Context: an optimization exercise on an open-source flow, tuned for small area, a short achievable clock period and few clock cycles. The choices shown serve that exercise and are no tape-out recipe. Function was checked by simulation only, so behaviour that the tests miss may differ from the original.

// seq_signed_mult
module seq_signed_mult(
  input         clk,
  input         rst,           
  input         start,         
  input  [7:0]  multiplier,    
  input  [7:0]  multiplicand,  
  output [14:0] product,       
  output [19:0] bcd,           
  output        sign,          
  output        done           
);
clock: 12.0 ns
lec_check: 0
abc_area: 1
cap_margin: 20
core_margin: 2
core_utilization: 75
slew_margin: 20
synth_hierarchical: 1
synth_minimum_keep_size: 0
standard.sh (not shown) runs the stock make flow with config.mk's settings and CLKGATE_MAP_FILE= SYNTH_SCRIPT=/design/flow/synth_recipe.tcl, a recipe that flattens the netlist after the stock synthesis.
==> flow/flow/run.sh <==
#!/bin/bash
# The standard layout, with plain buffers (not delay buffers) on the ports.
set -euo pipefail
export BUFFER_PORTS_ARGS="-buffer_cell sky130_fd_sc_hd__buf_2"
bash standard.sh > standard_flow.log 2>&1
Testbench counts at the start, summed over its fixed seeds: cycles 3,200.
==> next run, changes <==
==> flow/run.sh (new file) <==
#!/bin/bash
# synth_recipe.tcl (not shown) runs the flow's synth.tcl, then flattens the netlist and writes it again
# the make line also repeats each setting of config.mk as NAME=value (left out here)
make -C /OpenROAD-flow-scripts/flow DESIGN_CONFIG=/design/flow/config.mk WORK_HOME=/design/flow/orfs CLKGATE_MAP_FILE= SYNTH_SCRIPT=/design/flow/synth_recipe.tcl finish
- CORE_UTILIZATION: 75 -> 60
removed: flow/flow/run.sh
removed: flow/standard.sh
After rerunning: Register-to-register slack stays flat; routed wire length goes down by 5.4%.
==> next run, changes <==
==> flow/flow/run.sh (new file) <==
#!/bin/bash
# The standard layout, with plain buffers (not delay buffers) on the ports.
set -euo pipefail
export BUFFER_PORTS_ARGS="-buffer_cell sky130_fd_sc_hd__buf_2"
bash standard.sh > standard_flow.log 2>&1
==> flow/standard.sh (new file) <==
#!/bin/bash
# synth_recipe.tcl (not shown) runs the flow's synth.tcl, then flattens the netlist and writes it again
# the make line also repeats each setting of config.mk as NAME=value (left out here)
make -C /OpenROAD-flow-scripts/flow DESIGN_CONFIG=/design/flow/config.mk WORK_HOME=/design/flow/orfs CLKGATE_MAP_FILE= SYNTH_SCRIPT=/design/flow/synth_recipe.tcl "${@:-finish}"
removed: flow/run.sh
=> Hold slack is better by 0.018 ns. Via count drops slightly. Die area is unchanged. Global-route usage stays flat. Count of clock-buffer cells in the layout does not change. Routed wire length climbs slightly. Fmax climbs by a little under a tenth.
==> next run, changes <==
==> flow/flow/run.sh (replaced) <==
#!/bin/bash
# The standard layout, with plain buffers (not delay buffers) on the ports, and
# timing repair aiming at a slack margin beyond what the clock period asks.
set -euo pipefail
export BUFFER_PORTS_ARGS="-buffer_cell sky130_fd_sc_hd__buf_2"
export SETUP_SLACK_MARGIN=6.8
bash standard.sh > standard_flow.log 2>&1
The new run completed with no timing, DRC or antenna violations.
Critical path depth went up by 2.
Core utilization came out higher by 27 points.
Worst setup slack loses 0.45 ns.
Via count went up by 36%.
Final area went up by 40%.
Clock-buffer cell count is unchanged.
Routed wire length climbs by 100%.
Global-route usage grows by 8.9 points.
Area after synthesis stays the same.

---

Starting RTL as in the previous note.
clock: 12.0 ns
lec_check: 0
abc_area: 1
cap_margin: 20
core_margin: 2
core_utilization: 60
slew_margin: 20
synth_hierarchical: 1
synth_minimum_keep_size: 0
==> flow/flow/run.sh <==
#!/bin/bash
# The standard layout, with plain buffers (not delay buffers) on the ports.
set -euo pipefail
export BUFFER_PORTS_ARGS="-buffer_cell sky130_fd_sc_hd__buf_1"
bash standard.sh > standard_flow.log 2>&1
The baseline passed the timing, DRC and antenna checks.
Testbench counts at the start, summed over its fixed seeds: cycles 3,200.
Next try:
==> flow/flow/run.sh (replaced) <==
#!/bin/bash
# The standard layout, with plain buffers (not delay buffers) on the ports.
set -euo pipefail
export BUFFER_PORTS_ARGS="-buffer_cell sky130_fd_sc_hd__buf_2"
bash standard.sh > standard_flow.log 2>&1
SETUP_SLACK_MARGIN = 5   (was default)
Result:
- synthesized cell count is unchanged
- worst setup slack gets better by 0.20 ns
- non-clock buffer count is unchanged
- final cell count is unchanged
- area after synthesis does not change
- cell area climbs slightly
Next try:
==> flow/flow/run.sh (replaced) <==
#!/bin/bash
# The standard layout, with plain buffers (not delay buffers) on the ports, and
# timing repair aiming at a slack margin beyond what the clock period asks.
set -euo pipefail
export BUFFER_PORTS_ARGS="-buffer_cell sky130_fd_sc_hd__buf_2"
export SETUP_SLACK_MARGIN=6.0
bash standard.sh > standard_flow.log 2>&1
SETUP_SLACK_MARGIN = default   (was 5)
Register-to-register slack hardly moves.
Wire length came out higher by 47%.
Utilization is higher by 18 points.
Global-route usage grows by 3.4 points.
First-iteration DRC count rose by 90%.
Sequential cell count is unchanged.
Clock-buffer cell count stays the same.
Final area goes up by 27%.

-- separate check: timing with driven ports --
The results above use ideal ports. As a check the final layouts listed here were re-extracted and re-timed, cells and wires unchanged.
Step 1, drivers: a clkbuf_16 drives clk and a buf_2 each remaining input, both assumed.
Step 2 times the ports against the registers' clock, not the clock port: input delays grow and output delays shrink by t, the midpoint of the rising clock arrivals with the driver on.
a / b / c = no drivers / after step 1 / after step 2; a / b = the first two.
run	t (ns)	setup slack, ns	worst register clock-pin slew, ns
the first run of note 1	0.281	5.669 / 5.642 / 5.426	0.07 / 0.07
the second run of note 1	0.272	5.109 / 5.115 / 4.843	0.07 / 0.07
the third run of note 1	0.272	5.661 / 5.634 / 5.480	0.07 / 0.07
the fourth run of note 1	0.285	5.211 / 5.186 / 5.471	0.08 / 0.08
the first run of note 2	0.275	5.462 / 5.461 / 5.186	0.07 / 0.07
the second run of note 2	0.272	5.661 / 5.634 / 5.480	0.07 / 0.07
the third run of note 2	0.284	5.369 / 5.340 / 5.624	0.07 / 0.07
After both steps setup and hold are still met in every run listed. The setup slack of the first run of note 2, which loses most, moves by -0.001 ns with the drivers and by -0.276 ns with both steps.
